Context: an optimization exercise on an open-source flow, tuned for small area. The choices shown serve that exercise and are no tape-out recipe. In this exercise RTL edits were held to simulation tests only and were not proved equivalent to the original. The clock port is modelled as an ideal driver, which makes a skipped or thinned clock tree look cheaper than it is; a real chip needs a root buffer or a tree. No activity file was given, so power comes from the tool's default toggle rates.

try-yarrow:
==> flow/design.v <==
`timescale 1ns / 1ps
`timescale 1ns / 1ps
`timescale 1ns / 1ps
`timescale 1ns / 1ps
`timescale 1ns / 1ps
`timescale 1ns / 1ps
module House (
    input  wire clk,
    input  wire reset,
    input  wire rx,
    output wire tx,
    input  wire motion_detected,
    input  wire TopeA,
    input  wire TopeB,
    output reg  motor_up,
    output reg  motor_down,
    output reg  buzzer,
    output wire led1,
    output wire led2,
    output wire led3
);
    reg       rbusy;
    reg [8:0] rcnt;
    reg [3:0] rph;
    reg [4:0] rdat;             
    wire rterm = (rcnt == 9'h10e);
    wire rlast = ~rph[3] & rph[2] & ~rph[1];           
    wire pub   = rbusy & rterm & rlast;
    wire rsamp = rph[3];
    always @(posedge clk or posedge reset)
        if (reset)
            rbusy <= 1'b0;
        else if (!rbusy)
            rbusy <= ~rx;
        else if (rterm & rlast)
            rbusy <= 1'b0;
    always @(posedge clk) begin
        if (!rbusy | rterm)
            rcnt <= 9'd0;
        else
            rcnt <= {rcnt[7:0], ~(rcnt[8] ^ rcnt[4])};
        if (!rbusy)
            rph <= 4'b0110;
        else if (rterm)
            rph <= {rph[2:0], ~(rph[2] & (rph[1] ^ rph[3]))};
        if (rbusy & rterm & rsamp)
            rdat <= {rx, rdat[4:1]};
    end
    reg p1, p2, p3;
    reg [2:0] lcmd;
    always @(posedge clk or posedge reset)
        if (reset) begin
            p1 <= 1'b0;
            p2 <= 1'b0;
            p3 <= 1'b0;
            motor_up <= 1'b0;
            motor_down <= 1'b0;
            lcmd <= 3'b000;
            buzzer <= 1'b0;
        end else begin
            p1 <= pub;
            p2 <= p1;
            p3 <= p2;
            if (p2) begin
                motor_up   <= rdat[0] & ~rdat[1];
                motor_down <= rdat[1] & ~rdat[0];
            end
            if (p3)
                lcmd <= rdat[4:2];
            buzzer <= motion_detected;
        end
    reg [14:0] lq;
    reg        ltog;
    wire lwrap = (lq == 15'h4144);
    always @(posedge clk or posedge reset)
        if (reset) begin
            lq   <= 15'h00a6;
            ltog <= 1'b0;
        end else begin
            lq   <= {lq[13:4], lq[3] ^ lwrap, lq[2:0], lq[14] ^ lq[3]};
            ltog <= ltog ^ lwrap;
        end
    wire [2:0] leds = (lcmd != 3'b000) ? lcmd : {3{ltog}};
    assign led1 = leds[0];
    assign led2 = leds[1];
    assign led3 = leds[2];
    reg [3:0] tph;
    reg [8:0] tcnt;
    reg [4:0] tdat;             
    wire tterm  = (tcnt == 9'h10e);
    wire tnever = (~tph[1] & ~tph[2] & ~tph[3]);
    wire tgap   = (~tph[1] & ~tph[2] & tph[3]);
    wire tp9    = (~tph[0] & ~tph[1]);
    wire tfb    = (tph[0] & ~tph[3]) | (~tph[1] & ~tph[2]) | (~tph[0] & tph[3]);
    wire tstart = tgap | (tnever & p1);
    wire ttope  = (tp9 & (tcnt == 9'h187)) |
                  (tnever & rbusy & rlast & (rcnt == 9'h187));
    always @(posedge clk or posedge reset)
        if (reset)
            tph <= 4'b0001;
        else if (tstart | (~tnever & tterm))
            tph <= {tph[2:0], tfb};
    always @(posedge clk) begin
        if (tnever | tgap | tterm)
            tcnt <= 9'd0;
        else
            tcnt <= {tcnt[7:0], ~(tcnt[8] ^ tcnt[4])};
        if (ttope)
            tdat[1:0] <= {TopeA, TopeB};
        if (tstart)
            tdat[4:2] <= leds;
    end
    assign tx = ((~tph[1] & ~tph[2])) | (((~tph[0] & ~tph[2])) & tdat[0]) | (((~tph[1] & tph[2] & ~tph[3])) & tdat[1]) | (((tph[0] & tph[1] & ~tph[2] & tph[3])) & tdat[2]) | (((~tph[0] & ~tph[3])) & tdat[3]) | (((~tph[0] & ~tph[1])) & tdat[4]);
endmodule
==> flow/config.mk <==
export PLATFORM = sky130hd
export DESIGN_NAME = House
export DESIGN_NICKNAME = House
export VERILOG_FILES = /design/flow/design.v
export SDC_FILE = /design/flow/constraint.sdc
export NUM_CORES = 4
export LEC_CHECK = 0
export CAP_MARGIN = 0
export CORE_MARGIN = 2
export CORE_UTILIZATION = 40
export SLEW_MARGIN = 0
==> flow/constraint.sdc <==
create_clock -name core_clock -period 10.0 [get_ports {clk}]
set_input_delay 2.0000 -clock core_clock [delete_from_list [all_inputs] [get_ports {clk}]]
set_output_delay 2.0000 -clock core_clock [all_outputs]
set_load 0.01 [all_outputs]
standard.sh (not shown) runs the stock make flow with config.mk's settings and CLKGATE_MAP_FILE= SYNTH_SCRIPT=/design/flow/synth_recipe.tcl, a recipe that flattens the netlist after the stock synthesis.
==> flow/flow/run.sh <==
#!/bin/bash
# The standard layout (standard.sh) with these changes:
#  - synthesis: the standard flow's own script, but Yosys's ABC step maps the logic with
#    an area-oriented script (flow/abc_area.script); registers are untouched
#  - port buffers are sky130_fd_sc_hd__buf_1
#  - clock tree: clkbuf_4 buffers only, no dummy loads
# Every tool's output goes to logs under orfs/logs and to standard.log.
set -euo pipefail
W=$PWD
{
  echo "proc abc {args} {"
  echo "  set i [lsearch \$args -script]"
  echo "  if {\$i >= 0} { lset args [expr {\$i + 1}] $W/flow/abc_area.script }"
  echo "  yosys abc {*}\$args"
  echo "}"
  cat synth_recipe.tcl
} > my_synth.tcl
sed "s#SYNTH_SCRIPT=[^ ]*#SYNTH_SCRIPT=$W/my_synth.tcl#" standard.sh > my_standard.sh
grep -q "SYNTH_SCRIPT=$W/my_synth.tcl" my_standard.sh
export BUFFER_PORTS_ARGS="-buffer_cell sky130_fd_sc_hd__buf_1"
export CTS_ARGS="-sink_clustering_enable -repair_clock_nets -dont_use_dummy_load -buf_list sky130_fd_sc_hd__clkbuf_4"
bash my_standard.sh > standard.log 2>&1
==> flow/flow/abc_area.script <==
strash
&get -n
&st
&deepsyn -T 20
&dch -f
&nf -R 1000
&put
topo
dnsize -c
try-yarrow ended with every stage complete and zero timing, DRC or antenna violations.
Changes in try-delta relative to try-yarrow:
==> flow/flow/abc_area.script <==
strash
ifraig
scorr
dc2
strash
&get -n
&st
&syn2
&dch -f
&nf -R 1000
&put
topo
dnsize -c
Results
- Of try-delta and try-yarrow, the run reporting the lower placed wire-length estimate after detailed placement was try-delta.
- try-yarrow reports its capturing instance or port of the critical path as tx while try-delta reports led3.
- try-delta vs. try-yarrow: buffering stage count on the worst path with inverters included went down by 1.
- Taking try-yarrow as 1.0, try-delta lands at 1.09 on global placement routability congestion.
#### Input delta (try-harbor over try-delta)
-- flow/flow/run.sh --
<<< try-delta, line 6
#  - clock tree: clkbuf_4 buffers only, no dummy loads
>>> try-harbor, line 6
#  - clock tree: flow/small_cts.tcl replaces TritonCTS
<<< try-delta, line 21
export CTS_ARGS="-sink_clustering_enable -repair_clock_nets -dont_use_dummy_load -buf_list sky130_fd_sc_hd__clkbuf_4"
>>> try-harbor, line 21
export PRE_CTS_TCL=$W/flow/small_cts.tcl
==> flow/flow/abc_area.script <==
strash
&get -n
&st
&deepsyn -T 20
&dch -f
&nf -R 1000
&put
topo
dnsize -c
==> flow/flow/small_cts.tcl (new file) <==
# Clock tree for a small design: split the clock sinks into K groups by
# k-means on their placed locations and drive each group with one clock
# buffer fed straight from the clock port.
proc my_small_cts {K cell} {
  set block [ord::get_db_block]
  set dbu [$block getDbUnitsPerMicron]
  set pins {}; set xy {}
  foreach p [get_pins -of_objects [get_nets clk]] {
    if {[get_property $p direction] != "input"} continue
    set b [[[sta::sta_to_db_pin $p] getInst] getBBox]
    lappend pins $p
    lappend xy [list [expr ([$b xMin]+[$b xMax])/2.0/$dbu] [expr ([$b yMin]+[$b yMax])/2.0/$dbu]]
  }
  set n [llength $pins]
  # initial centres: spread along sorted x+y
  set order [lsort -real -indices [lmap q $xy {expr [lindex $q 0]+[lindex $q 1]}]]
  set cs {}
  for {set k 0} {$k < $K} {incr k} {
    lappend cs [lindex $xy [lindex $order [expr int(($k+0.5)*$n/$K)]]]
  }
  for {set it 0} {$it < 50} {incr it} {
    set asg {}
    foreach q $xy {
      set best 0; set bd 1e30
      for {set k 0} {$k < $K} {incr k} {
        set c [lindex $cs $k]
        set d [expr abs([lindex $q 0]-[lindex $c 0])+abs([lindex $q 1]-[lindex $c 1])]
        if {$d < $bd} {set bd $d; set best $k}
      }
      lappend asg $best
    }
    set ncs {}
    for {set k 0} {$k < $K} {incr k} {
      set sx 0; set sy 0; set m 0
      foreach q $xy a $asg { if {$a == $k} { set sx [expr $sx+[lindex $q 0]]; set sy [expr $sy+[lindex $q 1]]; incr m } }
      if {$m == 0} { lappend ncs [lindex $cs $k] } else { lappend ncs [list [expr $sx/$m] [expr $sy/$m]] }
    }
    set cs $ncs
  }
  for {set k 0} {$k < $K} {incr k} {
    set lp {}
    foreach p $pins a $asg { if {$a == $k} { lappend lp $p } }
    if {[llength $lp] == 0} continue
    puts "clock group $k: [llength $lp] sinks at [lindex $cs $k]"
    insert_buffer -buffer_cell $cell -net clk -load_pins $lp -location [lindex $cs $k] \
      -buffer_name clkbuf_leaf_$k -net_name clknet_leaf_$k
  }
  set_propagated_clock [all_clocks]
}

# Used in place of TritonCTS (this file is sourced as the PRE_CTS_TCL hook):
# the clock port drives four clkbuf_8 buffers, one per group of nearby
# registers.
proc clock_tree_synthesis {args} {
  my_small_cts 4 sky130_fd_sc_hd__clkbuf_8
}
## What came out
- Changes observed in try-harbor relative to try-delta: net count reported at finish has decreased, die outline area now sits at about the same level, setup slack on the worst flop-to-flop path fell by 0.23 ns, critical path depth higher.
- Going from try-delta to try-harbor, total power shrank by a few percent.
- Comparing try-delta and try-harbor, the lower final period demand of the worst path was measured on try-harbor.
- try-harbor vs try-delta: synthesized cell count up slightly
- Compared with try-delta, try-harbor shows overall fraction of global-route tracks in use lower by 0.98 points.
- try-harbor and try-delta ended up with roughly the same worst hold slack.
In try-harbor the design's own scripts or RTL, not TritonCTS, make the clock network.


== job 105 ==
// House: RTL as listed in full above, without the edits since
clock: 10.0 ns
lec_check: 0
cap_margin: 0
core_margin: 2
core_utilization: 40
slew_margin: 0
==> flow/flow/run.sh <==
#!/bin/bash
# The standard layout (standard.sh) with these changes:
#  - synthesis: the standard flow's own script, but Yosys's ABC step maps the logic with
#    an area-oriented script (flow/abc_area.script); registers are untouched
#  - port buffers are sky130_fd_sc_hd__buf_1
#  - clock tree: flow/small_cts.tcl replaces TritonCTS
# Every tool's output goes to logs under orfs/logs and to standard.log.
set -euo pipefail
W=$PWD
{
  echo "proc abc {args} {"
  echo "  set i [lsearch \$args -script]"
  echo "  if {\$i >= 0} { lset args [expr {\$i + 1}] $W/flow/abc_area.script }"
  echo "  yosys abc {*}\$args"
  echo "}"
  cat synth_recipe.tcl
} > my_synth.tcl
sed "s#SYNTH_SCRIPT=[^ ]*#SYNTH_SCRIPT=$W/my_synth.tcl#" standard.sh > my_standard.sh
grep -q "SYNTH_SCRIPT=$W/my_synth.tcl" my_standard.sh
export BUFFER_PORTS_ARGS="-buffer_cell sky130_fd_sc_hd__buf_1"
export PRE_CTS_TCL=$W/flow/small_cts.tcl
bash my_standard.sh > standard.log 2>&1
==> flow/flow/small_cts.tcl <==
# Clock tree for a small design: split the clock sinks into K groups by
# k-means on their placed locations and drive each group with one clock
# buffer fed straight from the clock port.
proc my_small_cts {K cell} {
  set block [ord::get_db_block]
  set dbu [$block getDbUnitsPerMicron]
  set pins {}; set xy {}
  foreach p [get_pins -of_objects [get_nets clk]] {
    if {[get_property $p direction] != "input"} continue
    set b [[[sta::sta_to_db_pin $p] getInst] getBBox]
    lappend pins $p
    lappend xy [list [expr ([$b xMin]+[$b xMax])/2.0/$dbu] [expr ([$b yMin]+[$b yMax])/2.0/$dbu]]
  }
  set n [llength $pins]
  # initial centres: spread along sorted x+y
  set order [lsort -real -indices [lmap q $xy {expr [lindex $q 0]+[lindex $q 1]}]]
  set cs {}
  for {set k 0} {$k < $K} {incr k} {
    lappend cs [lindex $xy [lindex $order [expr int(($k+0.5)*$n/$K)]]]
  }
  for {set it 0} {$it < 50} {incr it} {
    set asg {}
    foreach q $xy {
      set best 0; set bd 1e30
      for {set k 0} {$k < $K} {incr k} {
        set c [lindex $cs $k]
        set d [expr abs([lindex $q 0]-[lindex $c 0])+abs([lindex $q 1]-[lindex $c 1])]
        if {$d < $bd} {set bd $d; set best $k}
      }
      lappend asg $best
    }
    set ncs {}
    for {set k 0} {$k < $K} {incr k} {
      set sx 0; set sy 0; set m 0
      foreach q $xy a $asg { if {$a == $k} { set sx [expr $sx+[lindex $q 0]]; set sy [expr $sy+[lindex $q 1]]; incr m } }
      if {$m == 0} { lappend ncs [lindex $cs $k] } else { lappend ncs [list [expr $sx/$m] [expr $sy/$m]] }
    }
    set cs $ncs
  }
  for {set k 0} {$k < $K} {incr k} {
    set lp {}
    foreach p $pins a $asg { if {$a == $k} { lappend lp $p } }
    if {[llength $lp] == 0} continue
    puts "clock group $k: [llength $lp] sinks at [lindex $cs $k]"
    insert_buffer -buffer_cell $cell -net clk -load_pins $lp -location [lindex $cs $k] \
      -buffer_name clkbuf_leaf_$k -net_name clknet_leaf_$k
  }
  set_propagated_clock [all_clocks]
}

# Used in place of TritonCTS (this file is sourced as the PRE_CTS_TCL hook):
# the clock port drives three clkbuf_8 buffers, one per group of nearby
# registers.
proc clock_tree_synthesis {args} {
  my_small_cts 3 sky130_fd_sc_hd__clkbuf_8
}
Other scripts of this flow, unchanged in this note and not shown: flow/flow/abc_area.script
The inputs of job 102 differ from those of job 105 as listed below.
--- a/flow/flow/small_cts.tcl
+++ b/flow/flow/small_cts.tcl
@@ -51,6 +51,6 @@
 # Used in place of TritonCTS (this file is sourced as the PRE_CTS_TCL hook):
-# the clock port drives three clkbuf_8 buffers, one per group of nearby
+# the clock port drives two clkbuf_16 buffers, one per group of nearby
 # registers.
 proc clock_tree_synthesis {args} {
-  my_small_cts 3 sky130_fd_sc_hd__clkbuf_8
+  my_small_cts 2 sky130_fd_sc_hd__clkbuf_16
 }
==> comparison <==
- Compared with job 105, the detailed router inserted fewer vias in job 102.
- Diff job 102..job 105 | required time at the endpoint of the critical path | negligible
- Compared with job 105, job 102 has extra setup slack.
- Job 102: maximum number of pins on one net before global-route repair higher than job 105
- When job 102 is set beside job 105, its clock group share of total power turns out to be 2.1 points larger.
- Lower global-route wire length before repair goes to job 102 over job 105.
- Compared to job 105, the router laid down more metal wire for job 102.
- In the reports for job 105 and job 102, the smaller share of total power in sequential cells belongs to job 102.
- Sequential share of cell area in job 102 vs job 105: down 0.26 points
- Looking only at static leakage, and setting everything else aside, the higher value of job 105 and job 102 goes to job 102.
No run of this note takes its clock network from TritonCTS; it comes from the design's own scripts or RTL.

## static timing again, ports no longer ideal
The flow's constraints put no driver on any port. The routed layouts listed below were extracted and timed again, unchanged, in two steps. Step 1: set_driving_cell puts a clkbuf_16 on clk and a buf_2 on each other input, an assumption about the parent block. Step 2 adds t to the input delays and takes it off the output delays; t is the mean of the earliest and latest rising clock arrival at the registers after step 1. Input paths then give back, and output paths get back, about the clock's delay inside the block. Three values: ideal, step 1, step 2; two values: the first two.
run	shift t [ns]	setup WS [ns]	worst setup path after step 2
try-yarrow	0.391	6.560 / 6.537 / 6.927	register to output
try-delta	0.406	6.443 / 6.420 / 6.826	register to output
try-harbor	0.199	6.770 / 6.717 / 6.915	register to output
job 105	0.208	6.738 / 6.694 / 6.901	register to output
job 102	0.206	6.760 / 6.718 / 6.924	register to output
After both steps setup and hold are still met in every run listed.
